This is an optimization exercise on Yosys and OpenROAD, whose aim is small area and a short achievable clock period, not a production implementation. No run shown here included a check of the RTL's function; only the layout flow was run. Power is estimated from default activity; no workload was simulated.

## flow/flow/run.sh

```bash
#!/bin/bash
# The standard layout (the standard.sh, unchanged synthesis and steps), with the
# port buffers that the flow inserts on every input and output made from buf_2 cells.
# make's output goes to layout.log; each tool's own log is under orfs/logs/.
set -euo pipefail
bash standard.sh 'BUFFER_PORTS_ARGS=-buffer_cell sky130_fd_sc_hd__buf_2' finish > layout.log 2>&1
```

## flow/standard.sh

```bash
#!/bin/bash
# synth_recipe.tcl (not shown) runs the flow's synth.tcl, then flattens the netlist and writes it again
# the make line also repeats each setting of config.mk as NAME=value (left out here)
make -C /OpenROAD-flow-scripts/flow DESIGN_CONFIG=/design/flow/config.mk WORK_HOME=/design/flow/orfs CLKGATE_MAP_FILE= SYNTH_SCRIPT=/design/flow/synth_recipe.tcl "${@:-finish}"
```

## flow/constraint.sdc

```tcl
create_clock -name core_clock -period 12.0 [get_ports {clk}]
set_input_delay 2.4000 -clock core_clock [delete_from_list [all_inputs] [get_ports {clk}]]
set_output_delay 2.4000 -clock core_clock [all_outputs]
set_load 0.01 [all_outputs]
```

## flow/config.mk

```make
export PLATFORM = sky130hd
export DESIGN_NAME = FIR_filter
export DESIGN_NICKNAME = FIR_filter
export VERILOG_FILES = /design/flow/design.v
export SDC_FILE = /design/flow/constraint.sdc
export NUM_CORES = 4
export LEC_CHECK = 0
export CAP_MARGIN = 20
export CORE_MARGIN = 2
export CORE_UTILIZATION = 60
export CTS_BUF_LIST = sky130_fd_sc_hd__clkbuf_8
export CTS_CLUSTER_DIAMETER = 100
export CTS_CLUSTER_SIZE = 40
export PLACE_DENSITY = 0.7
export SLEW_MARGIN = 20
export SYNTH_HIERARCHICAL = 1
export SYNTH_MINIMUM_KEEP_SIZE = 0
```

## flow/design.v

```verilog
`timescale 1ns / 1ps
module FIR_filter #(
    parameter  N1   = 8,
    parameter  N2 = 16 ,
    parameter integer N3  = 32
)(
    input  wire                      clk,
    input  wire                      rst,
    input  wire                      enable,
    input  wire signed [N2-1:0]    input_data,
    output  signed [N3-1:0]   sampleT,
   output   signed [N3-1:0] output_data
);
  reg [15:0] s0;
  reg [16:0] u0, u1, u2, u3, u4, u5;
  reg [3:0] ylo;
  reg yc;
  reg [20:0] yhp, yhg;
  wire vs1, vc2;
  fir_fa u_vs1 (.a(u1[0]), .b(u3[0]), .c(~s0[0]), .s(vs1), .co(vc2));
  wire vs3, vc4;
  fir_fa u_vs3 (.a(u1[1]), .b(u3[1]), .c(~s0[1]), .s(vs3), .co(vc4));
  wire vs5, vc6;
  fir_fa u_vs5 (.a(~u5[1]), .b(vc2), .c(vs3), .s(vs5), .co(vc6));
  wire vs7, vc8;
  fir_fa u_vs7 (.a(u1[2]), .b(u3[2]), .c(~s0[2]), .s(vs7), .co(vc8));
  wire vs9, vc10;
  fir_fa u_vs9 (.a(~u5[2]), .b(vc4), .c(vs7), .s(vs9), .co(vc10));
  wire vs11, vc12;
  fir_fa u_vs11 (.a(u1[3]), .b(u3[3]), .c(~s0[3]), .s(vs11), .co(vc12));
  wire vs13, vc14;
  fir_fa u_vs13 (.a(~u5[3]), .b(vc8), .c(vs11), .s(vs13), .co(vc14));
  wire vs15, vc16;
  fir_fa u_vs15 (.a(u1[4]), .b(u3[4]), .c(~s0[4]), .s(vs15), .co(vc16));
  wire vs17, vc18;
  fir_fa u_vs17 (.a(~u5[4]), .b(vc12), .c(vs15), .s(vs17), .co(vc18));
  wire vs19, vc20;
  fir_fa u_vs19 (.a(u1[5]), .b(u3[5]), .c(~s0[5]), .s(vs19), .co(vc20));
  wire vs21, vc22;
  fir_fa u_vs21 (.a(~u5[5]), .b(vc16), .c(vs19), .s(vs21), .co(vc22));
  wire vs23, vc24;
  fir_fa u_vs23 (.a(u1[6]), .b(u3[6]), .c(~s0[6]), .s(vs23), .co(vc24));
  wire vs25, vc26;
  fir_fa u_vs25 (.a(~u5[6]), .b(vc20), .c(vs23), .s(vs25), .co(vc26));
  wire vs27, vc28;
  fir_fa u_vs27 (.a(u1[7]), .b(u3[7]), .c(~s0[7]), .s(vs27), .co(vc28));
  wire vs29, vc30;
  fir_fa u_vs29 (.a(~u5[7]), .b(vc24), .c(vs27), .s(vs29), .co(vc30));
  wire vs31, vc32;
  fir_fa u_vs31 (.a(u1[8]), .b(u3[8]), .c(~s0[8]), .s(vs31), .co(vc32));
  wire vs33, vc34;
  fir_fa u_vs33 (.a(~u5[8]), .b(vc28), .c(vs31), .s(vs33), .co(vc34));
  wire vs35, vc36;
  fir_fa u_vs35 (.a(u1[9]), .b(u3[9]), .c(~s0[9]), .s(vs35), .co(vc36));
  wire vs37, vc38;
  fir_fa u_vs37 (.a(~u5[9]), .b(vc32), .c(vs35), .s(vs37), .co(vc38));
  wire vs39, vc40;
  fir_fa u_vs39 (.a(u1[10]), .b(u3[10]), .c(~s0[10]), .s(vs39), .co(vc40));
  wire vs41, vc42;
  fir_fa u_vs41 (.a(~u5[10]), .b(vc36), .c(vs39), .s(vs41), .co(vc42));
  wire vs43, vc44;
  fir_fa u_vs43 (.a(u1[11]), .b(u3[11]), .c(~s0[11]), .s(vs43), .co(vc44));
  wire vs45, vc46;
  fir_fa u_vs45 (.a(~u5[11]), .b(vc40), .c(vs43), .s(vs45), .co(vc46));
  wire vs47, vc48;
  fir_fa u_vs47 (.a(u1[12]), .b(u3[12]), .c(~s0[12]), .s(vs47), .co(vc48));
  wire vs49, vc50;
  fir_fa u_vs49 (.a(~u5[12]), .b(vc44), .c(vs47), .s(vs49), .co(vc50));
  wire vs51, vc52;
  fir_fa u_vs51 (.a(u1[13]), .b(u3[13]), .c(~s0[13]), .s(vs51), .co(vc52));
  wire vs53, vc54;
  fir_fa u_vs53 (.a(~u5[13]), .b(vc48), .c(vs51), .s(vs53), .co(vc54));
  wire vs55, vc56;
  fir_fa u_vs55 (.a(u1[14]), .b(u3[14]), .c(~s0[14]), .s(vs55), .co(vc56));
  wire vs57, vc58;
  fir_fa u_vs57 (.a(~u5[14]), .b(vc52), .c(vs55), .s(vs57), .co(vc58));
  wire vs59, vc60;
  fir_fa u_vs59 (.a(u1[15]), .b(u3[15]), .c(s0[15]), .s(vs59), .co(vc60));
  wire vs61, vc62;
  fir_fa u_vs61 (.a(~u5[15]), .b(vc56), .c(vs59), .s(vs61), .co(vc62));
  wire vs63, vc64;
  fir_fa u_vs63 (.a(~u1[16]), .b(~u3[16]), .c(u5[16]), .s(vs63), .co(vc64));
  wire vs65, vc66;
  fir_ha u_vs65 (.a(vc60), .b(vs63), .s(vs65), .co(vc66));
  wire qs67 = ~(~u5[0] ^ vs1);
  wire qc68 = ~u5[0] | vs1;
  wire qs69 = ~(qc68 ^ vs5);
  wire qc70 = qc68 | vs5;
  wire qs71 = ~(~u5[0] ^ vs1);
  wire qc72 = ~u5[0] | vs1;
  wire qs73, qc74;
  fir_fa u_qs73 (.a(vc6), .b(vs9), .c(qs71), .s(qs73), .co(qc74));
  wire qs75, qc76;
  fir_fa u_qs75 (.a(qc70), .b(qs73), .c(~input_data[0]), .s(qs75), .co(qc76));
  wire qs77 = ~(vc10 ^ qc72);
  wire qc78 = vc10 | qc72;
  wire qs79, qc80;
  fir_fa u_qs79 (.a(vs5), .b(vs13), .c(qc74), .s(qs79), .co(qc80));
  wire qs81, qc82;
  fir_fa u_qs81 (.a(qs77), .b(qs79), .c(~input_data[1]), .s(qs81), .co(qc82));
  wire qs83, qc84;
  fir_fa u_qs83 (.a(~input_data[3]), .b(qc76), .c(qs81), .s(qs83), .co(qc84));
  wire qs85, qc86;
  fir_fa u_qs85 (.a(u0[0]), .b(u1[0]), .c(u3[0]), .s(qs85), .co(qc86));
  wire qs87, qc88;
  fir_fa u_qs87 (.a(u4[0]), .b(qs85), .c(vc6), .s(qs87), .co(qc88));
  wire qs89, qc90;
  fir_fa u_qs89 (.a(vc14), .b(vs9), .c(vs17), .s(qs89), .co(qc90));
  wire qs91, qc92;
  fir_fa u_qs91 (.a(qc78), .b(qs87), .c(qs89), .s(qs91), .co(qc92));
  wire qs93, qc94;
  fir_fa u_qs93 (.a(qc80), .b(~input_data[2]), .c(~input_data[4]), .s(qs93), .co(qc94));
  wire qs95, qc96;
  fir_fa u_qs95 (.a(qs91), .b(qc82), .c(qs93), .s(qs95), .co(qc96));
  wire qs97, qc98;
  fir_fa u_qs97 (.a(u0[1]), .b(u1[1]), .c(u3[1]), .s(qs97), .co(qc98));
  wire qs99, qc100;
  fir_fa u_qs99 (.a(u4[1]), .b(qc86), .c(qs97), .s(qs99), .co(qc100));
  wire qs101, qc102;
  fir_fa u_qs101 (.a(vc10), .b(vc18), .c(vs13), .s(qs101), .co(qc102));
  wire qs103, qc104;
  fir_fa u_qs103 (.a(vs21), .b(qs99), .c(qc88), .s(qs103), .co(qc104));
  wire qs105, qc106;
  fir_fa u_qs105 (.a(qc90), .b(qs101), .c(qs103), .s(qs105), .co(qc106));
  wire qs107, qc108;
  fir_fa u_qs107 (.a(qc92), .b(~input_data[3]), .c(~input_data[5]), .s(qs107), .co(qc108));
  wire qs109, qc110;
  fir_fa u_qs109 (.a(qs105), .b(qc94), .c(qs107), .s(qs109), .co(qc110));
  wire qs111, qc112;
  fir_fa u_qs111 (.a(u0[2]), .b(u1[2]), .c(u3[2]), .s(qs111), .co(qc112));
  wire qs113, qc114;
  fir_fa u_qs113 (.a(u4[2]), .b(u2[0]), .c(qc98), .s(qs113), .co(qc114));
  wire qs115, qc116;
  fir_fa u_qs115 (.a(qs111), .b(vc14), .c(vc22), .s(qs115), .co(qc116));
  wire qs117, qc118;
  fir_fa u_qs117 (.a(qc100), .b(qs113), .c(vs17), .s(qs117), .co(qc118));
  wire qs119, qc120;
  fir_fa u_qs119 (.a(vs25), .b(qc102), .c(qs115), .s(qs119), .co(qc120));
  wire qs121, qc122;
  fir_fa u_qs121 (.a(qs117), .b(qc104), .c(qs119), .s(qs121), .co(qc122));
  wire qs123, qc124;
  fir_fa u_qs123 (.a(~input_data[4]), .b(~input_data[6]), .c(qc106), .s(qs123), .co(qc124));
  wire qs125, qc126;
  fir_fa u_qs125 (.a(qc108), .b(qs121), .c(qs123), .s(qs125), .co(qc126));
  wire qs127, qc128;
  fir_fa u_qs127 (.a(u0[3]), .b(u1[3]), .c(u3[3]), .s(qs127), .co(qc128));
  wire qs129, qc130;
  fir_fa u_qs129 (.a(u4[3]), .b(u2[1]), .c(qc112), .s(qs129), .co(qc130));
  wire qs131, qc132;
  fir_fa u_qs131 (.a(qs127), .b(qc114), .c(vc18), .s(qs131), .co(qc132));
  wire qs133, qc134;
  fir_fa u_qs133 (.a(vc26), .b(qs129), .c(vs21), .s(qs133), .co(qc134));
  wire qs135, qc136;
  fir_fa u_qs135 (.a(vs29), .b(qc116), .c(qc118), .s(qs135), .co(qc136));
  wire qs137, qc138;
  fir_fa u_qs137 (.a(qs131), .b(qs133), .c(qc120), .s(qs137), .co(qc138));
  wire qs139, qc140;
  fir_fa u_qs139 (.a(qs135), .b(~input_data[5]), .c(~input_data[7]), .s(qs139), .co(qc140));
  wire qs141, qc142;
  fir_fa u_qs141 (.a(qc122), .b(qs137), .c(qs139), .s(qs141), .co(qc142));
  wire qs143, qc144;
  fir_fa u_qs143 (.a(qc124), .b(qs141), .c(qc126), .s(qs143), .co(qc144));
  wire qs145, qc146;
  fir_fa u_qs145 (.a(u0[4]), .b(u1[4]), .c(u3[4]), .s(qs145), .co(qc146));
  wire qs147, qc148;
  fir_fa u_qs147 (.a(u4[4]), .b(u2[2]), .c(qc128), .s(qs147), .co(qc148));
  wire qs149, qc150;
  fir_fa u_qs149 (.a(qs145), .b(qc130), .c(vc22), .s(qs149), .co(qc150));
  wire qs151, qc152;
  fir_fa u_qs151 (.a(vc30), .b(qs147), .c(vs25), .s(qs151), .co(qc152));
  wire qs153, qc154;
  fir_fa u_qs153 (.a(vs33), .b(qc132), .c(qc134), .s(qs153), .co(qc154));
  wire qs155, qc156;
  fir_fa u_qs155 (.a(qs149), .b(qs151), .c(qc136), .s(qs155), .co(qc156));
  wire qs157, qc158;
  fir_fa u_qs157 (.a(qs153), .b(~input_data[6]), .c(~input_data[8]), .s(qs157), .co(qc158));
  wire qs159, qc160;
  fir_fa u_qs159 (.a(qc138), .b(qs155), .c(qc140), .s(qs159), .co(qc160));
  wire qs161, qc162;
  fir_fa u_qs161 (.a(qs157), .b(qc142), .c(qs159), .s(qs161), .co(qc162));
  wire qs163, qc164;
  fir_fa u_qs163 (.a(u0[5]), .b(u1[5]), .c(u3[5]), .s(qs163), .co(qc164));
  wire qs165, qc166;
  fir_fa u_qs165 (.a(u4[5]), .b(u2[3]), .c(qc146), .s(qs165), .co(qc166));
  wire qs167, qc168;
  fir_fa u_qs167 (.a(qs163), .b(qc148), .c(vc26), .s(qs167), .co(qc168));
  wire qs169, qc170;
  fir_fa u_qs169 (.a(vc34), .b(qs165), .c(vs29), .s(qs169), .co(qc170));
  wire qs171, qc172;
  fir_fa u_qs171 (.a(vs37), .b(qc150), .c(qc152), .s(qs171), .co(qc172));
  wire qs173, qc174;
  fir_fa u_qs173 (.a(qs167), .b(qs169), .c(qc154), .s(qs173), .co(qc174));
  wire qs175, qc176;
  fir_fa u_qs175 (.a(qs171), .b(~input_data[7]), .c(~input_data[9]), .s(qs175), .co(qc176));
  wire qs177, qc178;
  fir_fa u_qs177 (.a(qc156), .b(qs173), .c(qc158), .s(qs177), .co(qc178));
  wire qs179, qc180;
  fir_fa u_qs179 (.a(qs175), .b(qc160), .c(qs177), .s(qs179), .co(qc180));
  wire qs181, qc182;
  fir_fa u_qs181 (.a(u0[6]), .b(u1[6]), .c(u3[6]), .s(qs181), .co(qc182));
  wire qs183, qc184;
  fir_fa u_qs183 (.a(u4[6]), .b(u2[4]), .c(qc164), .s(qs183), .co(qc184));
  wire qs185, qc186;
  fir_fa u_qs185 (.a(qs181), .b(qc166), .c(vc30), .s(qs185), .co(qc186));
  wire qs187, qc188;
  fir_fa u_qs187 (.a(vc38), .b(qs183), .c(vs33), .s(qs187), .co(qc188));
  wire qs189, qc190;
  fir_fa u_qs189 (.a(vs41), .b(qc168), .c(qc170), .s(qs189), .co(qc190));
  wire qs191, qc192;
  fir_fa u_qs191 (.a(qs185), .b(qs187), .c(qc172), .s(qs191), .co(qc192));
  wire qs193, qc194;
  fir_fa u_qs193 (.a(qs189), .b(~input_data[8]), .c(~input_data[10]), .s(qs193), .co(qc194));
  wire qs195, qc196;
  fir_fa u_qs195 (.a(qc174), .b(qs191), .c(qc176), .s(qs195), .co(qc196));
  wire qs197, qc198;
  fir_fa u_qs197 (.a(qs193), .b(qc178), .c(qs195), .s(qs197), .co(qc198));
  wire qs199, qc200;
  fir_fa u_qs199 (.a(u0[7]), .b(u1[7]), .c(u3[7]), .s(qs199), .co(qc200));
  wire qs201, qc202;
  fir_fa u_qs201 (.a(u4[7]), .b(u2[5]), .c(qc182), .s(qs201), .co(qc202));
  wire qs203, qc204;
  fir_fa u_qs203 (.a(qs199), .b(qc184), .c(vc34), .s(qs203), .co(qc204));
  wire qs205, qc206;
  fir_fa u_qs205 (.a(vc42), .b(qs201), .c(vs37), .s(qs205), .co(qc206));
  wire qs207, qc208;
  fir_fa u_qs207 (.a(vs45), .b(qc186), .c(qc188), .s(qs207), .co(qc208));
  wire qs209, qc210;
  fir_fa u_qs209 (.a(qs203), .b(qs205), .c(qc190), .s(qs209), .co(qc210));
  wire qs211, qc212;
  fir_fa u_qs211 (.a(qs207), .b(~input_data[9]), .c(~input_data[11]), .s(qs211), .co(qc212));
  wire qs213, qc214;
  fir_fa u_qs213 (.a(qc192), .b(qs209), .c(qc194), .s(qs213), .co(qc214));
  wire qs215, qc216;
  fir_fa u_qs215 (.a(qs211), .b(qc196), .c(qs213), .s(qs215), .co(qc216));
  wire qs217, qc218;
  fir_fa u_qs217 (.a(u0[8]), .b(u1[8]), .c(u3[8]), .s(qs217), .co(qc218));
  wire qs219, qc220;
  fir_fa u_qs219 (.a(u4[8]), .b(u2[6]), .c(qc200), .s(qs219), .co(qc220));
  wire qs221, qc222;
  fir_fa u_qs221 (.a(qs217), .b(qc202), .c(vc38), .s(qs221), .co(qc222));
  wire qs223, qc224;
  fir_fa u_qs223 (.a(vc46), .b(qs219), .c(vs41), .s(qs223), .co(qc224));
  wire qs225, qc226;
  fir_fa u_qs225 (.a(vs49), .b(qc204), .c(qc206), .s(qs225), .co(qc226));
  wire qs227, qc228;
  fir_fa u_qs227 (.a(qs221), .b(qs223), .c(qc208), .s(qs227), .co(qc228));
  wire qs229, qc230;
  fir_fa u_qs229 (.a(qs225), .b(~input_data[10]), .c(~input_data[12]), .s(qs229), .co(qc230));
  wire qs231, qc232;
  fir_fa u_qs231 (.a(qc210), .b(qs227), .c(qc212), .s(qs231), .co(qc232));
  wire qs233, qc234;
  fir_fa u_qs233 (.a(qs229), .b(qc214), .c(qs231), .s(qs233), .co(qc234));
  wire qs235, qc236;
  fir_fa u_qs235 (.a(u0[9]), .b(u1[9]), .c(u3[9]), .s(qs235), .co(qc236));
  wire qs237, qc238;
  fir_fa u_qs237 (.a(u4[9]), .b(u2[7]), .c(qc218), .s(qs237), .co(qc238));
  wire qs239, qc240;
  fir_fa u_qs239 (.a(qs235), .b(qc220), .c(vc42), .s(qs239), .co(qc240));
  wire qs241, qc242;
  fir_fa u_qs241 (.a(vc50), .b(qs237), .c(vs45), .s(qs241), .co(qc242));
  wire qs243, qc244;
  fir_fa u_qs243 (.a(vs53), .b(qc222), .c(qc224), .s(qs243), .co(qc244));
  wire qs245, qc246;
  fir_fa u_qs245 (.a(qs239), .b(qs241), .c(qc226), .s(qs245), .co(qc246));
  wire qs247, qc248;
  fir_fa u_qs247 (.a(qs243), .b(~input_data[11]), .c(~input_data[13]), .s(qs247), .co(qc248));
  wire qs249, qc250;
  fir_fa u_qs249 (.a(qc228), .b(qs245), .c(qc230), .s(qs249), .co(qc250));
  wire qs251, qc252;
  fir_fa u_qs251 (.a(qs247), .b(qc232), .c(qs249), .s(qs251), .co(qc252));
  wire qs253, qc254;
  fir_fa u_qs253 (.a(u0[10]), .b(u1[10]), .c(u3[10]), .s(qs253), .co(qc254));
  wire qs255, qc256;
  fir_fa u_qs255 (.a(u4[10]), .b(u2[8]), .c(qc236), .s(qs255), .co(qc256));
  wire qs257, qc258;
  fir_fa u_qs257 (.a(qs253), .b(qc238), .c(vc46), .s(qs257), .co(qc258));
  wire qs259, qc260;
  fir_fa u_qs259 (.a(vc54), .b(qs255), .c(vs49), .s(qs259), .co(qc260));
  wire qs261, qc262;
  fir_fa u_qs261 (.a(vs57), .b(qc240), .c(qc242), .s(qs261), .co(qc262));
  wire qs263, qc264;
  fir_fa u_qs263 (.a(qs257), .b(qs259), .c(qc244), .s(qs263), .co(qc264));
  wire qs265, qc266;
  fir_fa u_qs265 (.a(qs261), .b(~input_data[12]), .c(~input_data[14]), .s(qs265), .co(qc266));
  wire qs267, qc268;
  fir_fa u_qs267 (.a(qc246), .b(qs263), .c(qc248), .s(qs267), .co(qc268));
  wire qs269, qc270;
  fir_fa u_qs269 (.a(qs265), .b(qc250), .c(qs267), .s(qs269), .co(qc270));
  wire qs271, qc272;
  fir_fa u_qs271 (.a(u0[11]), .b(u1[11]), .c(u3[11]), .s(qs271), .co(qc272));
  wire qs273, qc274;
  fir_fa u_qs273 (.a(u4[11]), .b(u2[9]), .c(qc254), .s(qs273), .co(qc274));
  wire qs275, qc276;
  fir_fa u_qs275 (.a(qs271), .b(qc256), .c(vc50), .s(qs275), .co(qc276));
  wire qs277, qc278;
  fir_fa u_qs277 (.a(vc58), .b(qs273), .c(vs53), .s(qs277), .co(qc278));
  wire qs279, qc280;
  fir_fa u_qs279 (.a(vs61), .b(qc258), .c(qc260), .s(qs279), .co(qc280));
  wire qs281, qc282;
  fir_fa u_qs281 (.a(qs275), .b(qs277), .c(qc262), .s(qs281), .co(qc282));
  wire qs283, qc284;
  fir_fa u_qs283 (.a(qs279), .b(~input_data[13]), .c(input_data[15]), .s(qs283), .co(qc284));
  wire qs285, qc286;
  fir_fa u_qs285 (.a(qc264), .b(qs281), .c(qc266), .s(qs285), .co(qc286));
  wire qs287, qc288;
  fir_fa u_qs287 (.a(qs283), .b(qc268), .c(qs285), .s(qs287), .co(qc288));
  wire qs289, qc290;
  fir_fa u_qs289 (.a(u0[12]), .b(u1[12]), .c(u3[12]), .s(qs289), .co(qc290));
  wire qs291, qc292;
  fir_fa u_qs291 (.a(u4[12]), .b(u2[10]), .c(qc272), .s(qs291), .co(qc292));
  wire qs293, qc294;
  fir_fa u_qs293 (.a(qs289), .b(vs65), .c(qc274), .s(qs293), .co(qc294));
  wire qs295, qc296;
  fir_fa u_qs295 (.a(vc54), .b(vc62), .c(qs291), .s(qs295), .co(qc296));
  wire qs297, qc298;
  fir_fa u_qs297 (.a(vs57), .b(qc276), .c(qs293), .s(qs297), .co(qc298));
  wire qs299, qc300;
  fir_fa u_qs299 (.a(qc278), .b(qs295), .c(qs297), .s(qs299), .co(qc300));
  wire qs301, qc302;
  fir_fa u_qs301 (.a(qc280), .b(~input_data[14]), .c(qc282), .s(qs301), .co(qc302));
  wire qs303, qc304;
  fir_fa u_qs303 (.a(qs299), .b(qc284), .c(qs301), .s(qs303), .co(qc304));
  wire qs305, qc306;
  fir_fa u_qs305 (.a(qc286), .b(qs303), .c(qc288), .s(qs305), .co(qc306));
  wire qs307, qc308;
  fir_fa u_qs307 (.a(u0[13]), .b(u1[13]), .c(u3[13]), .s(qs307), .co(qc308));
  wire qs309, qc310;
  fir_fa u_qs309 (.a(u4[13]), .b(u2[11]), .c(vc64), .s(qs309), .co(qc310));
  wire qs311, qc312;
  fir_fa u_qs311 (.a(qc290), .b(qs307), .c(vc66), .s(qs311), .co(qc312));
  wire qs313, qc314;
  fir_fa u_qs313 (.a(qc292), .b(vc58), .c(qs309), .s(qs313), .co(qc314));
  wire qs315, qc316;
  fir_fa u_qs315 (.a(vs61), .b(qs311), .c(qc294), .s(qs315), .co(qc316));
  wire qs317, qc318;
  fir_fa u_qs317 (.a(qc296), .b(qs313), .c(qc298), .s(qs317), .co(qc318));
  wire qs319, qc320;
  fir_fa u_qs319 (.a(qs315), .b(input_data[15]), .c(qc300), .s(qs319), .co(qc320));
  wire qs321, qc322;
  fir_fa u_qs321 (.a(qs317), .b(qc302), .c(qs319), .s(qs321), .co(qc322));
  wire qs323, qc324;
  fir_ha u_qs323 (.a(qc304), .b(qs321), .s(qs323), .co(qc324));
  wire qs325, qc326;
  fir_fa u_qs325 (.a(u0[14]), .b(u1[14]), .c(u3[14]), .s(qs325), .co(qc326));
  wire qs327 = ~(u4[14] ^ u2[12]);
  wire qc328 = u4[14] | u2[12];
  wire qs329, qc330;
  fir_fa u_qs329 (.a(qc308), .b(qs325), .c(qs327), .s(qs329), .co(qc330));
  wire qs331, qc332;
  fir_fa u_qs331 (.a(vs65), .b(qc310), .c(vc62), .s(qs331), .co(qc332));
  wire qs333, qc334;
  fir_fa u_qs333 (.a(qs329), .b(qc312), .c(qc314), .s(qs333), .co(qc334));
  wire qs335, qc336;
  fir_fa u_qs335 (.a(qs331), .b(qc316), .c(qs333), .s(qs335), .co(qc336));
  wire qs337, qc338;
  fir_fa u_qs337 (.a(qc318), .b(qs335), .c(qc320), .s(qs337), .co(qc338));
  wire qs339, qc340;
  fir_fa u_qs339 (.a(qc322), .b(qs337), .c(qc324), .s(qs339), .co(qc340));
  wire qs341, qc342;
  fir_fa u_qs341 (.a(u0[15]), .b(u1[15]), .c(u3[15]), .s(qs341), .co(qc342));
  wire qs343 = ~(u4[15] ^ u2[13]);
  wire qc344 = u4[15] | u2[13];
  wire qs345, qc346;
  fir_fa u_qs345 (.a(vc64), .b(qc326), .c(qc328), .s(qs345), .co(qc346));
  wire qs347, qc348;
  fir_fa u_qs347 (.a(qs341), .b(qs343), .c(vc66), .s(qs347), .co(qc348));
  wire qs349, qc350;
  fir_fa u_qs349 (.a(qc330), .b(qs345), .c(qs347), .s(qs349), .co(qc350));
  wire qs351, qc352;
  fir_fa u_qs351 (.a(qc332), .b(qs349), .c(qc334), .s(qs351), .co(qc352));
  wire qs353, qc354;
  fir_fa u_qs353 (.a(qc336), .b(qs351), .c(qc338), .s(qs353), .co(qc354));
  wire qs355, qc356;
  fir_fa u_qs355 (.a(~u0[16]), .b(~u1[16]), .c(~u3[16]), .s(qs355), .co(qc356));
  wire qs357, qc358;
  fir_fa u_qs357 (.a(~u4[16]), .b(u2[14]), .c(qc342), .s(qs357), .co(qc358));
  wire qs359, qc360;
  fir_fa u_qs359 (.a(qc344), .b(qs355), .c(qc346), .s(qs359), .co(qc360));
  wire qs361, qc362;
  fir_fa u_qs361 (.a(qs357), .b(qc348), .c(qs359), .s(qs361), .co(qc362));
  wire qs363, qc364;
  fir_fa u_qs363 (.a(qc350), .b(qs361), .c(qc352), .s(qs363), .co(qc364));
  wire qs365 = ~(u2[15] ^ qc356);
  wire qc366 = u2[15] | qc356;
  wire qs367, qc368;
  fir_fa u_qs367 (.a(qc358), .b(qs365), .c(qc360), .s(qs367), .co(qc368));
  wire qs369, qc370;
  fir_ha u_qs369 (.a(qc362), .b(qs367), .s(qs369), .co(qc370));
  wire qs371 = ~(~u2[16] ^ qc366);
  wire qc372 = ~u2[16] | qc366;
  wire qs373, qc374;
  fir_fa u_qs373 (.a(qs371), .b(qc368), .c(qc370), .s(qs373), .co(qc374));
  wire [4:0] qa = {1'b0, qs83, ~input_data[2], qs69, qs67};
  wire [4:0] qb = {1'b0, 1'b0, qs75, ~input_data[1], ~input_data[0]};
  wire [4:0] ylo_next_p = qa ^ qb;
  wire [4:0] ylo_next_g = qa & qb;
  wire [3:0] ylo_next_c;
  fir_pfx_ylo_next u_pfx_ylo_next (.p(ylo_next_p[3:0]), .g(ylo_next_g[3:0]), .c(ylo_next_c));
  wire [4:0] ylo_next = ylo_next_p ^ {ylo_next_c, 1'b0};
  wire [20:0] yha_next = {1'b1, qc372, qs373, qs369, qs363, qs353, qs339, qs323, qs305, qc270, qc252, qc234, qc216, qc198, qc180, qc162, qs161, qs143, qc110, qc96, qc84};
  wire [20:0] yhb_next = {1'b0, qc374, 1'b0, qc364, qc354, qc340, 1'b0, qc306, 1'b0, qs287, qs269, qs251, qs233, qs215, qs197, qs179, qc144, 1'b0, qs125, qs109, qs95};
  wire [20:0] yhp_next = yha_next ^ yhb_next;
  wire [20:0] yhg_next = yha_next & yhb_next;
  wire [16:0] ui_a = {input_data[15], input_data};
  wire [16:0] ui_b = {s0[15], s0};
  wire [16:0] u_in_p = ui_a ^ ui_b;
  wire [16:0] u_in_g = ui_a & ui_b;
  wire [15:0] u_in_c;
  fir_pfx_u_in u_pfx_u_in (.p(u_in_p[15:0]), .g(u_in_g[15:0]), .c(u_in_c));
  wire [16:0] u_in = u_in_p ^ {u_in_c, 1'b0};
  wire [21:0] yo_p = {yhp, 1'b0};
  wire [21:0] yo_g = {yhg, yc};
  wire [20:0] yo_c;
  fir_pfx_yo u_pfx_yo (.p(yo_p[20:0]), .g(yo_g[20:0]), .c(yo_c));
  wire [21:0] yo = yo_p ^ {yo_c, 1'b0};
  wire yo_sgn0;
  fir_xor u_yo_sgn0 (.a(yo_p[21]), .b(yo_c[20]), .y(yo_sgn0));
  wire yo_sgn1;
  fir_xor u_yo_sgn1 (.a(yo_p[21]), .b(yo_c[20]), .y(yo_sgn1));
  wire yo_sgn2;
  fir_xor u_yo_sgn2 (.a(yo_p[21]), .b(yo_c[20]), .y(yo_sgn2));
  wire yo_sgn3;
  fir_xor u_yo_sgn3 (.a(yo_p[21]), .b(yo_c[20]), .y(yo_sgn3));
  wire [24:0] y = {yo[21:1], ylo};
  wire [7:0] ysign = {{2{yo_sgn3}}, {2{yo_sgn2}}, {2{yo_sgn1}}, {2{yo_sgn0}}};
  always @(posedge clk) begin
    if (rst) begin
      s0 <= 16'd0;
      u0 <= 17'd0; u1 <= 17'd0; u2 <= 17'd0; u3 <= 17'd0; u4 <= 17'd0; u5 <= 17'd0;
      ylo <= 4'd0; yc <= 1'b0; yhp <= 21'd0; yhg <= 21'd0;
    end else if (enable) begin
      ylo <= ylo_next[3:0]; yc <= ylo_next[4]; yhp <= yhp_next; yhg <= yhg_next;
      s0 <= input_data;
      u0 <= u_in; u1 <= u0; u2 <= u1; u3 <= u2; u4 <= u3; u5 <= u4;
    end
  end
  assign output_data = {ysign, y[23:0]};
  assign sampleT = {{16{s0[15]}}, s0};
endmodule
module fir_fa (input wire a, input wire b, input wire c, output wire s, output wire co);
  assign s = a ^ b ^ c;
  assign co = (a & b) | (a & c) | (b & c);
endmodule
module fir_ha (input wire a, input wire b, output wire s, output wire co);
  assign s = a ^ b;
  assign co = a & b;
endmodule
module fir_xor (input wire a, input wire b, output wire y);
  assign y = a ^ b;
endmodule
module fir_pfx_ylo_next (input wire [3:0] p, input wire [3:0] g, output wire [3:0] c);
  wire G1 = g[1] | (p[1] & g[0]);
  wire P2 = p[1] & p[0];
  wire G3 = g[3] | (p[3] & g[2]);
  wire P4 = p[3] & p[2];
  wire G5 = g[2] | (p[2] & G1);
  wire P6 = p[2] & P2;
  wire G7 = G3 | (P4 & G1);
  wire P8 = P4 & P2;
  assign c = {G7, G5, G1, g[0]};
endmodule
module fir_pfx_yo (input wire [20:0] p, input wire [20:0] g, output wire [20:0] c);
  wire G1 = g[1] | (p[1] & g[0]);
  wire P2 = p[1] & p[0];
  wire G3 = g[2] | (p[2] & g[1]);
  wire P4 = p[2] & p[1];
  wire G5 = g[3] | (p[3] & g[2]);
  wire P6 = p[3] & p[2];
  wire G7 = g[4] | (p[4] & g[3]);
  wire P8 = p[4] & p[3];
  wire G9 = g[5] | (p[5] & g[4]);
  wire P10 = p[5] & p[4];
  wire G11 = g[6] | (p[6] & g[5]);
  wire P12 = p[6] & p[5];
  wire G13 = g[7] | (p[7] & g[6]);
  wire P14 = p[7] & p[6];
  wire G15 = g[8] | (p[8] & g[7]);
  wire P16 = p[8] & p[7];
  wire G17 = g[9] | (p[9] & g[8]);
  wire P18 = p[9] & p[8];
  wire G19 = g[10] | (p[10] & g[9]);
  wire P20 = p[10] & p[9];
  wire G21 = g[11] | (p[11] & g[10]);
  wire P22 = p[11] & p[10];
  wire G23 = g[12] | (p[12] & g[11]);
  wire P24 = p[12] & p[11];
  wire G25 = g[13] | (p[13] & g[12]);
  wire P26 = p[13] & p[12];
  wire G27 = g[14] | (p[14] & g[13]);
  wire P28 = p[14] & p[13];
  wire G29 = g[15] | (p[15] & g[14]);
  wire P30 = p[15] & p[14];
  wire G31 = g[16] | (p[16] & g[15]);
  wire P32 = p[16] & p[15];
  wire G33 = g[17] | (p[17] & g[16]);
  wire P34 = p[17] & p[16];
  wire G35 = g[18] | (p[18] & g[17]);
  wire P36 = p[18] & p[17];
  wire G37 = g[19] | (p[19] & g[18]);
  wire P38 = p[19] & p[18];
  wire G39 = g[20] | (p[20] & g[19]);
  wire P40 = p[20] & p[19];
  wire G41 = G3 | (P4 & g[0]);
  wire P42 = P4 & p[0];
  wire G43 = G5 | (P6 & G1);
  wire P44 = P6 & P2;
  wire G45 = G7 | (P8 & G3);
  wire P46 = P8 & P4;
  wire G47 = G9 | (P10 & G5);
  wire P48 = P10 & P6;
  wire G49 = G11 | (P12 & G7);
  wire P50 = P12 & P8;
  wire G51 = G13 | (P14 & G9);
  wire P52 = P14 & P10;
  wire G53 = G15 | (P16 & G11);
  wire P54 = P16 & P12;
  wire G55 = G17 | (P18 & G13);
  wire P56 = P18 & P14;
  wire G57 = G19 | (P20 & G15);
  wire P58 = P20 & P16;
  wire G59 = G21 | (P22 & G17);
  wire P60 = P22 & P18;
  wire G61 = G23 | (P24 & G19);
  wire P62 = P24 & P20;
  wire G63 = G25 | (P26 & G21);
  wire P64 = P26 & P22;
  wire G65 = G27 | (P28 & G23);
  wire P66 = P28 & P24;
  wire G67 = G29 | (P30 & G25);
  wire P68 = P30 & P26;
  wire G69 = G31 | (P32 & G27);
  wire P70 = P32 & P28;
  wire G71 = G33 | (P34 & G29);
  wire P72 = P34 & P30;
  wire G73 = G35 | (P36 & G31);
  wire P74 = P36 & P32;
  wire G75 = G37 | (P38 & G33);
  wire P76 = P38 & P34;
  wire G77 = G39 | (P40 & G35);
  wire P78 = P40 & P36;
  wire G79 = G45 | (P46 & g[0]);
  wire P80 = P46 & p[0];
  wire G81 = G47 | (P48 & G1);
  wire P82 = P48 & P2;
  wire G83 = G49 | (P50 & G41);
  wire P84 = P50 & P42;
  wire G85 = G51 | (P52 & G43);
  wire P86 = P52 & P44;
  wire G87 = G53 | (P54 & G45);
  wire P88 = P54 & P46;
  wire G89 = G55 | (P56 & G47);
  wire P90 = P56 & P48;
  wire G91 = G57 | (P58 & G49);
  wire P92 = P58 & P50;
  wire G93 = G59 | (P60 & G51);
  wire P94 = P60 & P52;
  wire G95 = G61 | (P62 & G53);
  wire P96 = P62 & P54;
  wire G97 = G63 | (P64 & G55);
  wire P98 = P64 & P56;
  wire G99 = G65 | (P66 & G57);
  wire P100 = P66 & P58;
  wire G101 = G67 | (P68 & G59);
  wire P102 = P68 & P60;
  wire G103 = G69 | (P70 & G61);
  wire P104 = P70 & P62;
  wire G105 = G71 | (P72 & G63);
  wire P106 = P72 & P64;
  wire G107 = G73 | (P74 & G65);
  wire P108 = P74 & P66;
  wire G109 = G75 | (P76 & G67);
  wire P110 = P76 & P68;
  wire G111 = G77 | (P78 & G69);
  wire P112 = P78 & P70;
  wire G113 = G87 | (P88 & g[0]);
  wire P114 = P88 & p[0];
  wire G115 = G89 | (P90 & G1);
  wire P116 = P90 & P2;
  wire G117 = G91 | (P92 & G41);
  wire P118 = P92 & P42;
  wire G119 = G93 | (P94 & G43);
  wire P120 = P94 & P44;
  wire G121 = G95 | (P96 & G79);
  wire P122 = P96 & P80;
  wire G123 = G97 | (P98 & G81);
  wire P124 = P98 & P82;
  wire G125 = G99 | (P100 & G83);
  wire P126 = P100 & P84;
  wire G127 = G101 | (P102 & G85);
  wire P128 = P102 & P86;
  wire G129 = G103 | (P104 & G87);
  wire P130 = P104 & P88;
  wire G131 = G105 | (P106 & G89);
  wire P132 = P106 & P90;
  wire G133 = G107 | (P108 & G91);
  wire P134 = P108 & P92;
  wire G135 = G109 | (P110 & G93);
  wire P136 = P110 & P94;
  wire G137 = G111 | (P112 & G95);
  wire P138 = P112 & P96;
  wire G139 = G129 | (P130 & g[0]);
  wire P140 = P130 & p[0];
  wire G141 = G131 | (P132 & G1);
  wire P142 = P132 & P2;
  wire G143 = G133 | (P134 & G41);
  wire P144 = P134 & P42;
  wire G145 = G135 | (P136 & G43);
  wire P146 = P136 & P44;
  wire G147 = G137 | (P138 & G79);
  wire P148 = P138 & P80;
  assign c = {G147, G145, G143, G141, G139, G127, G125, G123, G121, G119, G117, G115, G113, G85, G83, G81, G79, G43, G41, G1, g[0]};
endmodule
module fir_pfx_u_in (input wire [15:0] p, input wire [15:0] g, output wire [15:0] c);
  wire G1 = g[1] | (p[1] & g[0]);
  wire P2 = p[1] & p[0];
  wire G3 = g[3] | (p[3] & g[2]);
  wire P4 = p[3] & p[2];
  wire G5 = g[5] | (p[5] & g[4]);
  wire P6 = p[5] & p[4];
  wire G7 = g[7] | (p[7] & g[6]);
  wire P8 = p[7] & p[6];
  wire G9 = g[9] | (p[9] & g[8]);
  wire P10 = p[9] & p[8];
  wire G11 = g[11] | (p[11] & g[10]);
  wire P12 = p[11] & p[10];
  wire G13 = g[13] | (p[13] & g[12]);
  wire P14 = p[13] & p[12];
  wire G15 = g[15] | (p[15] & g[14]);
  wire P16 = p[15] & p[14];
  wire G17 = g[2] | (p[2] & G1);
  wire P18 = p[2] & P2;
  wire G19 = G3 | (P4 & G1);
  wire P20 = P4 & P2;
  wire G21 = g[6] | (p[6] & G5);
  wire P22 = p[6] & P6;
  wire G23 = G7 | (P8 & G5);
  wire P24 = P8 & P6;
  wire G25 = g[10] | (p[10] & G9);
  wire P26 = p[10] & P10;
  wire G27 = G11 | (P12 & G9);
  wire P28 = P12 & P10;
  wire G29 = g[14] | (p[14] & G13);
  wire P30 = p[14] & P14;
  wire G31 = G15 | (P16 & G13);
  wire P32 = P16 & P14;
  wire G33 = g[4] | (p[4] & G19);
  wire P34 = p[4] & P20;
  wire G35 = G5 | (P6 & G19);
  wire P36 = P6 & P20;
  wire G37 = G21 | (P22 & G19);
  wire P38 = P22 & P20;
  wire G39 = G23 | (P24 & G19);
  wire P40 = P24 & P20;
  wire G41 = g[12] | (p[12] & G27);
  wire P42 = p[12] & P28;
  wire G43 = G13 | (P14 & G27);
  wire P44 = P14 & P28;
  wire G45 = G29 | (P30 & G27);
  wire P46 = P30 & P28;
  wire G47 = G31 | (P32 & G27);
  wire P48 = P32 & P28;
  wire G49 = g[8] | (p[8] & G39);
  wire P50 = p[8] & P40;
  wire G51 = G9 | (P10 & G39);
  wire P52 = P10 & P40;
  wire G53 = G25 | (P26 & G39);
  wire P54 = P26 & P40;
  wire G55 = G27 | (P28 & G39);
  wire P56 = P28 & P40;
  wire G57 = G41 | (P42 & G39);
  wire P58 = P42 & P40;
  wire G59 = G43 | (P44 & G39);
  wire P60 = P44 & P40;
  wire G61 = G45 | (P46 & G39);
  wire P62 = P46 & P40;
  wire G63 = G47 | (P48 & G39);
  wire P64 = P48 & P40;
  assign c = {G63, G61, G59, G57, G55, G53, G51, G49, G39, G37, G35, G33, G19, G17, G1, g[0]};
endmodule
```

==> results of run 1 <==
[power groups by stage]
stage | Clock, mW | Sequential, mW | Combinational, mW
4_1_cts | 0.398 | 0.647 | 1.19
6_report | 0.387 | 0.646 | 1.15
3_5_place_dp | 0 | 0.660 | 1.19
3_3_place_gp | 0 | 0.658 | 1.16
2_1_floorplan | 0 | 0.645 | 0.910
5_1_grt | 0.422 | 0.655 | 1.34
[routing by layer]
| layer | routed length, um | part of all wire (%) | up-vias | global-route usage, % |
|---|---|---|---|---|
| met5 | 0 | 0 | - | 0 |
| met4 | 529 | 2.5 | 0 | 8.08 |
| met3 | 587 | 2.8 | 36 | 4.48 |
| met2 | 11000 | 52 | 93 | 38.7 |
| met1 | 8830 | 42 | 3331 | 28.2 |
| li1 | - | - | 3290 | - |
[cell usage in the layout, fill, tap and decap left out, types with 10 or more instances in the layout]
| cell | Yosys | final |
|---|---|---|
| sky130_fd_sc_hd__inv_1 | 75 | 75 |
| sky130_fd_sc_hd__nand2_1 | 20 | 20 |
| sky130_fd_sc_hd__a21o_1 | 19 | 19 |
| sky130_fd_sc_hd__dfxtp_1 | 160 | 160 |
| sky130_fd_sc_hd__mux2i_1 | 140 | 140 |
| sky130_fd_sc_hd__ha_1 | 45 | 45 |
| sky130_fd_sc_hd__a211oi_1 | 19 | 19 |
| sky130_fd_sc_hd__o21ai_0 | 10 | 10 |
| sky130_fd_sc_hd__a21oi_1 | 18 | 18 |
| sky130_fd_sc_hd__fa_1 | 176 | 176 |
| sky130_fd_sc_hd__nor2_1 | 168 | 168 |
| sky130_fd_sc_hd__xnor2_1 | 19 | 19 |
| sky130_fd_sc_hd__clkbuf_8 | 0 | 19 |
| sky130_fd_sc_hd__buf_2 | 6 | 80 |
| sky130_fd_sc_hd__xor2_1 | 24 | 24 |
[per-stage QoR]
stage,util (%),hold slack (ns),power (mW)
finish,63.5,0.483,2.18
CTS,63.5,0.486,2.24
detailed placement,61.4,0.474,1.85
global route,63.5,0.514,2.41
floorplan,-,0.454,1.55
global placement,61.4,0.470,1.82
[final timing paths]
path                       start                   end  slack [ns]  depth (start not counted)
min          ylo[1]$_SDFFE_PP0P_   ylo[1]$_SDFFE_PP0P_        0.48                          2
max              yc$_SDFFE_PP0P_       output_data[27]        7.06                          8
min reg2reg  ylo[1]$_SDFFE_PP0P_   ylo[1]$_SDFFE_PP0P_        0.48                          2
max reg2reg  u1[16]$_SDFFE_PP0P_  yhp[15]$_SDFFE_PP0P_        7.21                         13
[sequential cells by signal (all words and copies together), names as in the netlist, 17 cells and up]
register,cells
yhp,21
u0,17
u1,17
u2,17
u3,17
u4,17
u5,17
[logic make-up (layout without fill, tap and decap cells)]
kind of cell             after synthesis  count (layout)
AND/OR/NAND/NOR                      205             205
multiplexers                         140             140
other                                  1               9
flip-flops                           160             160
XOR/XNOR                              43              43
buffers and inverters                180             193
AO/OA/AOI/OAI                         82              82
adder cells (fa/ha/maj)              221             221
[Yosys stat by module (local to each module, per instance)]
module / flip-flops and latches / cells inside
fir_xor: 0 / 1
fir_pfx_u_in: 0 / 57
fir_pfx_yo: 0 / 90
fir_fa: 0 / 1
fir_pfx_ylo_next: 0 / 8
fir_ha: 0 / 1
FIR_filter: 160 / 694
[layout make-up]
cell class	instances	area [um^2]
antenna	1	2.50
multi-input combinational	699	7310
fill	1494	6850
inverter	77	289
tap	234	293
sequential	160	3200
timing repair buffer	84	437
clock inverter	14	131
clock buffer	18	248
[worst register-to-register path, stage by stage, from the launching register on]
cell and delay, ns:
sky130_fd_sc_hd__dfxtp_1 0.35, sky130_fd_sc_hd__inv_1 0.09, sky130_fd_sc_hd__fa_1 0.52, sky130_fd_sc_hd__ha_1 0.37, sky130_fd_sc_hd__fa_1 0.54, sky130_fd_sc_hd__fa_1 0.43
sky130_fd_sc_hd__fa_1 0.39, sky130_fd_sc_hd__fa_1 0.50, sky130_fd_sc_hd__fa_1 0.41, sky130_fd_sc_hd__ha_1 0.20, sky130_fd_sc_hd__fa_1 0.37, sky130_fd_sc_hd__ha_1 0.30
sky130_fd_sc_hd__mux2i_1 0.13, sky130_fd_sc_hd__nor2_1 0.05
==> qor.json, run 1 <==
{
  "worst_clock_skew_ns": 0.0193,
  "drc": 0,
  "hold_viol_final": 0,
  "synth.cell_area_um2": 11500,
  "final_cell_area_um2": 11900,
  "synthTopCellsByArea": "sky130_fd_sc_hd__fa_1 (31%), sky130_fd_sc_hd__dfxtp_1 (28%), sky130_fd_sc_hd__mux2i_1 (12%)",
  "power_switching_share_pct": 39.5,
  "htreeDepth": 4,
  "fmax_mhz": 203,
  "dpl-instance-area_um2": 11500,
  "kind_of_end_point_of_the_critical_path": "output port",
  "tritoncts.num_buffers": 17,
  "xor_and_xnor_fraction_of_the_mapped_netlist_area_pct": 3.27,
  "hold_class": "reg -> reg",
  "largest_family_of_logic_cells_by_synthesized_area": "adder cells",
  "fp.dieArea_um2": 20300,
  "clockRootBuffer": "sky130_fd_sc_hd__clkbuf_8",
  "synth-adder-area-share_pct": 35.5,
  "timing.critical_path.from_type": "flip-flop",
  "grt_pass1_wl_mm": 35.2,
  "layout_min_cycle_time_ns": 4.94,
  "grt_overflow": 0,
  "layout-drive-gt1-share_pct": 12.0,
  "status": "no timing/DRC/antenna violations",
  "library_cell_with_the_highest_instance_count_after_synthesis": "sky130_fd_sc_hd__fa_1",
  "clk_path_buf_depth": 2,
  "core.rowCount": 50,
  "setup_repair_after_global_routing_missed_its_margin": "false",
  "cts.sinks": 160,
  "ys_async_sr_fraction_pct": 0,
  "place.detailed.instances": 1254,
  "synth_edf_count": 0,
  "post_synth_num_cell_types": 45,
  "nNetsFinal": 1279,
  "share_of_synthesized_area_spent_on_multiplexers_pct": 12.2,
  "start_util_pct": 61.4,
  "route.detailed.vias_per_inst": 5.24,
  "antenna_violating_nets_post_route": 0,
  "post_cts_buffers": 0,
  "syn_to_final_growth_pct": 3.45,
  "cts.hold.buffers_added": 0,
  "power.share.clock_pct": 17.7,
  "pre_cts_slack_ns": 7.12,
  "fin_crit_sh_pct": 41.1,
  "pins_over_their_slew_limit": 0,
  "p_leak_nw": 5.64,
  "number_of_global_route_vias_before_repair": 7168,
  "critical-path-top-delay-family": "compound AO/OA/AOI/OAI gates",
  "cellInternalPower_mw": 1.32,
  "synth_seq_cells": 160,
  "comb_power_share_pct": 52.7,
  "ctsResizeCount": 0,
  "area_fraction_of_the_dominant_cell_type_after_synthesis_pct": 30.6,
  "syn_area_per_cell_um2": 11.2,
  "post-route-worst-setup-slack_ns": 7.06,
  "path_max_fanout": 5,
  "cpPeakStageDelay_ns": 0.41,
  "synth.largest_area_cell": "sky130_fd_sc_hd__fa_1",
  "grt_max_degree": 114,
  "finalSetupTns_ns": 0,
  "worst_skew_pair.late_latency_ns": 0.47,
  "antenna_found_initial": 1,
  "drt_first_iter_violations": 274,
  "pin_count": 83,
  "worstMarginPinSlew_ns": 1.07,
  "stdcell_count": 1287,
  "path_cells": "a21o_1 > and4_4 > o21ai_4 > o2bb2ai_2 > a31oi_1 > o21bai_1 > xor2_1 > buf_2",
  "netlist_top_cells_count": "sky130_fd_sc_hd__fa_1 (176), sky130_fd_sc_hd__nor2_1 (168), sky130_fd_sc_hd__dfxtp_1 (160), sky130_fd_sc_hd__mux2i_1 (140), sky130_fd_sc_hd__inv_1 (75)",
  "switching_power_mw": 0.862,
  "tritoncts": "built",
  "power_per_cell_area_nw_per_um2": 183,
  "dp_hpwl_mm": 16.6,
  "crit_arrival_ns": 2.54,
  "floorplan.die.height_um": 143,
  "synth_cells": 1032,
  "cap_viol_max_count": 0,
  "synth_compound_area_share_pct": 5.24,
  "seq_power_share_pct": 29.6,
  "grt_use_total_pct": 22.5,
  "max_transition_margin_pct": 28.6,
  "via_count": 6750,
  "synth-seq-area-share_pct": 27.8,
  "setup_violations": 0,
  "ys.flop_type": "sky130_fd_sc_hd__dfxtp_1",
  "cp_num_buf_inv": 1,
  "wire_per_inst_um": 16.3,
  "drt_pass1_iterations": 4,
  "crit_path_required_time_ns": 9.60,
  "register_clock_pin_slew_on_the_reported_worst_setup_and_hold_paths_ns": 0.09,
  "ir_drop_v": 0.000107,
  "criticalPathCategory": "reg -> out",
  "port_buffers": 82,
  "die_width_um": 143,
  "yosys_warnings": 7,
  "timing.critical_path.slowest_stage_cell": "sky130_fd_sc_hd__o21bai_1",
  "yosys.area_share.simple_pct": 7.06,
  "totalWireLength_mm": 20.9,
  "design.core.area_um2": 18800,
  "gp_congestion": 0.901
}
==> inputs of run 2 (changes only) <==
==> flow/flow/run.sh (replaced) <==
#!/bin/bash
# The standard layout (the standard.sh, unchanged synthesis and steps), with the
# port buffers that the flow inserts on every input and output made from buf_2 cells,
# and repair_timing asked for more setup slack than the 12 ns clock needs.
# make's output goes to layout.log; each tool's own log is under orfs/logs/.
set -euo pipefail
bash standard.sh 'BUFFER_PORTS_ARGS=-buffer_cell sky130_fd_sc_hd__buf_2' SETUP_SLACK_MARGIN=7.5 finish > layout.log 2>&1
==> run 2 against run 1 <==
Net effect:
- core utilization increased by 2.7 points
- wire length is 2.6% higher
- largest cell class unchanged
- die area stayed put
- still clean on timing, DRC and antenna
- global-route usage rose by 0.53 points
- cell count grew 1.5%
- combinational power grew 9.6%
==> qor.json, run 2 <==
{
  "place.detailed.instances": {"value": 1254, "change": "unchanged"},
  "netlist_top_cells_count": {"value": "sky130_fd_sc_hd__fa_1 (176), sky130_fd_sc_hd__nor2_1 (168), sky130_fd_sc_hd__dfxtp_1 (160), sky130_fd_sc_hd__mux2i_1 (140), sky130_fd_sc_hd__inv_1 (75)", "change": "unchanged"},
  "pins_over_their_slew_limit": {"value": 0, "change": "unchanged"},
  "totalWireLength": {"value": 21.5, "unit": "mm", "change": "was 20.9 mm"},
  "via_count": {"value": 6879, "change": "was 6750"},
  "setup_repair_after_global_routing_missed_its_margin": {"value": "true", "change": "was false"},
  "synth_seq_cells": {"value": 160, "change": "unchanged"},
  "worst_clock_skew": {"value": 0.0133, "unit": "ns", "change": "was 0.0193 ns"},
  "worstMarginPinSlew": {"value": 1.15, "unit": "ns", "change": "was 1.07 ns"},
  "start_util": {"value": 61.4, "unit": "%", "change": "unchanged"},
  "grt_max_degree": {"value": 114, "change": "unchanged"},
  "path_max_fanout": {"value": 5, "change": "unchanged"},
  "number_of_global_route_vias_before_repair": {"value": 7222, "change": "was 7168"},
  "post_synth_num_cell_types": {"value": 45, "change": "unchanged"},
  "timing.critical_path.slowest_stage_cell": {"value": "sky130_fd_sc_hd__dfxtp_2", "change": "was sky130_fd_sc_hd__o21bai_1"},
  "hold_viol_final": {"value": 0, "change": "unchanged"},
  "final_util": {"value": 66.2, "unit": "%", "change": "was 63.5%"},
  "layout_commonest_cell": {"value": "sky130_fd_sc_hd__nor2_1", "change": "was sky130_fd_sc_hd__fa_1"},
  "synth.cell_area": {"value": 11500, "unit": "um^2", "change": "unchanged"},
  "syn_to_final_growth": {"value": 7.84, "unit": "%", "change": "was 3.45%"},
  "layout-drive-gt1-share": {"value": 20.7, "unit": "%", "change": "was 12.0%"},
  "cts.sinks": {"value": 160, "change": "unchanged"},
  "finalSetupTns": {"value": 0, "unit": "ns", "change": "unchanged"},
  "dp_hpwl": {"value": 16.5, "unit": "mm", "change": "was 16.6 mm"},
  "antenna_violating_nets_post_route": {"value": 0, "change": "unchanged"},
  "clk_path_buf_depth": {"value": 2, "change": "unchanged"},
  "floorplan.die.height": {"value": 143, "unit": "um", "change": "unchanged"},
  "core.rowCount": {"value": 50, "change": "unchanged"},
  "p_leak": {"value": 5.80, "unit": "nW", "change": "was 5.64 nW"},
  "largest_reg_flops": {"value": 21, "change": "unchanged"},
  "clockRootBuffer": {"value": "sky130_fd_sc_hd__clkbuf_8", "change": "unchanged"},
  "htreeDepth": {"value": 4, "change": "unchanged"},
  "layout_min_cycle_time": {"value": 4.64, "unit": "ns", "change": "was 4.94 ns"},
  "drt_pass1_iterations": {"value": 4, "change": "unchanged"},
  "fin_crit_sh": {"value": 38.7, "unit": "%", "change": "was 41.1%"},
  "design.core.area": {"value": 18800, "unit": "um^2", "change": "unchanged"},
  "area_fraction_of_the_dominant_cell_type_after_synthesis": {"value": 30.6, "unit": "%", "change": "unchanged"},
  "drt_first_iter_violations": {"value": 247, "change": "was 274"},
  "grt_overflow": {"value": 0, "change": "unchanged"},
  "library_cell_with_the_highest_instance_count_after_synthesis": {"value": "sky130_fd_sc_hd__fa_1", "change": "unchanged"},
  "area_taken_by_flip_flops_and_latches": {"value": 3250, "unit": "um^2", "change": "was 3200 um^2"},
  "status": {"value": "no timing/DRC/antenna violations", "change": "unchanged"},
  "fmax": {"value": 215, "unit": "MHz", "change": "was 203 MHz"},
  "wire_per_inst": {"value": 16.4, "unit": "um", "change": "was 16.3 um"},
  "antenna_found_initial": {"value": 1, "change": "unchanged"},
  "stdcell_count": {"value": 1306, "change": "was 1287"},
  "synth_edf_count": {"value": 0, "change": "unchanged"},
  "cpPeakStageDelay": {"value": 0.33, "unit": "ns", "change": "was 0.41 ns"},
  "pin_count": {"value": 83, "change": "unchanged"},
  "criticalPathCategory": {"value": "reg -> out", "change": "unchanged"},
  "multi_input_area": {"value": 7520, "unit": "um^2", "change": "was 7310 um^2"},
  "die_width": {"value": 143, "unit": "um", "change": "unchanged"},
  "top_register": {"value": "yhp", "change": "unchanged"},
  "tritoncts.num_buffers": {"value": 17, "change": "unchanged"},
  "worst_skew_pair.late_latency": {"value": 0.47, "unit": "ns", "change": "about the same"},
  "grt_use_total": {"value": 23.0, "unit": "%", "change": "was 22.5%"},
  "grt_pass1_wl": {"value": 36.0, "unit": "mm", "change": "was 35.2 mm"},
  "max_transition_margin": {"value": 23.0, "unit": "%", "change": "was 28.6%"},
  "register_clock_pin_slew_on_the_reported_worst_setup_and_hold_paths": {"value": 0.09, "unit": "ns", "change": "about the same"},
  "fp.dieArea": {"value": 20300, "unit": "um^2", "change": "unchanged"},
  "power_per_cell_area": {"value": 192, "unit": "nW/um^2", "change": "was 183 nW/um^2"},
  "synthTopCellsByArea": {"value": "sky130_fd_sc_hd__fa_1 (31%), sky130_fd_sc_hd__dfxtp_1 (28%), sky130_fd_sc_hd__mux2i_1 (12%)", "change": "unchanged"},
  "drc": {"value": 0, "change": "unchanged"},
  "synth-seq-area-share": {"value": 27.8, "unit": "%", "change": "unchanged"},
  "hold_class": {"value": "reg -> reg", "change": "unchanged"},
  "path_cells": {"value": "a21o_1 > and4_4 > o21ai_4 > o2bb2ai_4 > a41o_1 > a31o_1 > xor2_1 > buf_2", "change": "was a21o_1 > and4_4 > o21ai_4 > o2bb2ai_2 > a31oi_1 > o21bai_1 > xor2_1 > buf_2"},
  "route.detailed.vias_per_inst": {"value": 5.27, "change": "was 5.24"},
  "setup_violations": {"value": 0, "change": "unchanged"},
  "crit_path_required_time": {"value": 9.60, "unit": "ns", "change": "about the same"},
  "ys.flop_type": {"value": "sky130_fd_sc_hd__dfxtp_1", "change": "unchanged"},
  "critical-path-top-delay-family": {"value": "compound AO/OA/AOI/OAI gates", "change": "unchanged"},
  "yosys_warnings": {"value": 7, "change": "unchanged"},
  "nNetsFinal": {"value": 1298, "change": "was 1279"},
  "fillerInstances": {"value": 1475, "change": "was 1494"},
  "ys_async_sr_fraction": {"value": 0, "unit": "%", "change": "unchanged"},
  "synth_cells": {"value": 1032, "change": "unchanged"},
  "syn_area_per_cell": {"value": 11.2, "unit": "um^2", "change": "unchanged"},
  "gp_congestion": {"value": 0.905, "change": "was 0.901"},
  "ir_drop": {"value": 0.000109, "unit": "V", "change": "was 0.000107 V"},
  "crit_arrival": {"value": 2.24, "unit": "ns", "change": "was 2.54 ns"},
  "cp_num_buf_inv": {"value": 1, "change": "unchanged"},
  "timing.critical_path.from_type": {"value": "flip-flop", "change": "unchanged"},
  "mostFrequentLayoutCells": {"value": "sky130_fd_sc_hd__nor2_1 (166), sky130_fd_sc_hd__fa_1 (153), sky130_fd_sc_hd__mux2i_1 (139), sky130_fd_sc_hd__dfxtp_1 (126), sky130_fd_sc_hd__buf_2 (80)", "change": "was sky130_fd_sc_hd__fa_1 (176), sky130_fd_sc_hd__nor2_1 (168), sky130_fd_sc_hd__dfxtp_1 (160), sky130_fd_sc_hd__mux2i_1 (140), sky130_fd_sc_hd__buf_2 (80)"},
  "synth.largest_area_cell": {"value": "sky130_fd_sc_hd__fa_1", "change": "unchanged"},
  "cts.hold.buffers_added": {"value": 0, "change": "unchanged"},
  "tritoncts": {"value": "built", "change": "unchanged"},
  "kind_of_end_point_of_the_critical_path": {"value": "output port", "change": "unchanged"},
  "port_buffers": {"value": 82, "change": "unchanged"},
  "cap_viol_max_count": {"value": 0, "change": "unchanged"}
}
## run 2: cell types whose count changed in the layout (fill, tap and decap cells not counted), moves of 4 or more
cell | before | now
sky130_fd_sc_hd__dfxtp_2 | 0 | 31
sky130_fd_sc_hd__bufinv_16 | 1 | 6
sky130_fd_sc_hd__fa_1 | 176 | 153
sky130_fd_sc_hd__o21ai_0 | 10 | 5
sky130_fd_sc_hd__dfxtp_1 | 160 | 126
sky130_fd_sc_hd__buf_4 | 3 | 20
sky130_fd_sc_hd__fa_2 | 0 | 23
sky130_fd_sc_hd__inv_6 | 5 | 1
sky130_fd_sc_hd__ha_1 | 45 | 41
## run 2: layout make-up
class / instances / area share [%]
clock inverter: 15 / 1.95
inverter: 77 / 2.35
sequential: 160 / 26.2
tap: 234 / 2.36
antenna: 1 / 0.0201
clock buffer: 17 / 1.88
timing repair buffer: 103 / 4.72
multi-input combinational: 699 / 60.5
## run 2: kinds of logic after synthesis
family	share of synthesized area, %
AO/OA/AOI/OAI	5.24
XOR/XNOR	3.27
adder cells (fa/ha/maj)	35.5
buffers and inverters	8.93
flip-flops	27.8
multiplexers	12.2
other	0.0326
AND/OR/NAND/NOR	7.06
## run 2: metrics by stage
| step | total power, mW | hold WS [ns] | instance area, um^2 | setup WS [ns] |
|---|---|---|---|---|
| after global placement | 1.84 | 0.468 | 11600 | 7.25 |
| after floorplan | 1.58 | 0.454 | 11600 | 7.50 |
| after detailed placement | 1.87 | 0.474 | 11600 | 7.21 |
| after CTS | 2.41 | 0.487 | 12200 | 7.34 |
| final | 2.39 | 0.483 | 12400 | 7.36 |
| after global routing | 2.62 | 0.517 | 12400 | 7.21 |
## run 2: per-layer routing
metal	vias to the layer above	global-route usage (%)	routed length [um]
met4	0	7.45	482
met3	35	4.88	576
met1	3426	28.4	8830
met2	96	40.4	11600
li1	3322	-	-
met5	-	0	0
## run 2: worst min-delay path, delay by kind of cell (launching register included)
| family | cells | cell delay (ns) |
|---|---|---|
| AO/OA/AOI/OAI | 1 | 0.05 |
| flip-flops | 1 | 0.32 |
| AND/OR/NAND/NOR | 1 | 0.08 |
## run 2: final timing paths
check                      start                    to  slack, ns  cells after the start
max          yhp[0]$_SDFFE_PP0P_       output_data[18]       7.36                      8
min          ylo[2]$_SDFFE_PP0P_   ylo[2]$_SDFFE_PP0P_       0.48                      2
max reg2reg  u3[16]$_SDFFE_PP0P_  yhp[15]$_SDFFE_PP0P_       7.46                     13
min reg2reg  ylo[2]$_SDFFE_PP0P_   ylo[2]$_SDFFE_PP0P_       0.48                      2
## run 2: per-module statistics from Yosys (local to each module, per instance), a selection
module | cells inside | flip-flops and latches | copies in the design | area [um^2]
FIR_filter | 694 | 160 | 1 | 6920
fir_pfx_u_in | 57 | 0 | 1 | 382
fir_pfx_ylo_next | 8 | 0 | 1 | 61.3
fir_pfx_yo | 90 | 0 | 1 | 556
fir_fa | 1 | 0 | 176 | 20.0
fir_ha | 1 | 0 | 3 | 12.5
## run 2: report_power, final
part / leakage, nW / internal [mW] / switching [mW]
clock network: 0.227 / 0.268 / 0.212
logic: 4.25 / 0.629 / 0.631
registers: 1.32 / 0.589 / 0.0618
## run 2: repair_timing
action | in CTS | in global routing
setup buffers | 10 | 9
pin swaps | 26 | 19
gates resized for setup | 43 | 39
setup endpoints to repair | 27 | 34

what the ideal ports hide:
No port has a modelled driver above. Below, the same layouts with a new extraction and two added sets of constraints. Step 1 assumes that a clkbuf_16 drives the clock port and a buf_2 every other input. Step 2 times the ports against the registers' clock, not the clock port: input delays grow and output delays shrink by t, the midpoint of the rising clock arrivals with the driver on. a / b / c = no drivers / after step 1 / after step 2; a / b = the first two.
run | t, ns | setup WS [ns] | hold slack, ns | latest minus earliest clock arrival (ns) | worst slew at a driven data input, ns
run 1 | 0.500 | 7.062 / 7.020 / 7.097 | 0.483 / 0.483 / 0.483 | 0.020 / 0.019 | 0.07
run 2 | 0.502 | 7.358 / 7.322 / 7.222 | 0.483 / 0.483 / 0.483 | 0.014 / 0.014 | 0.07
After both steps setup and hold are still met in every run listed. The setup slack of run 2, which loses most, moves by -0.036 ns with the drivers and by -0.136 ns with both steps.
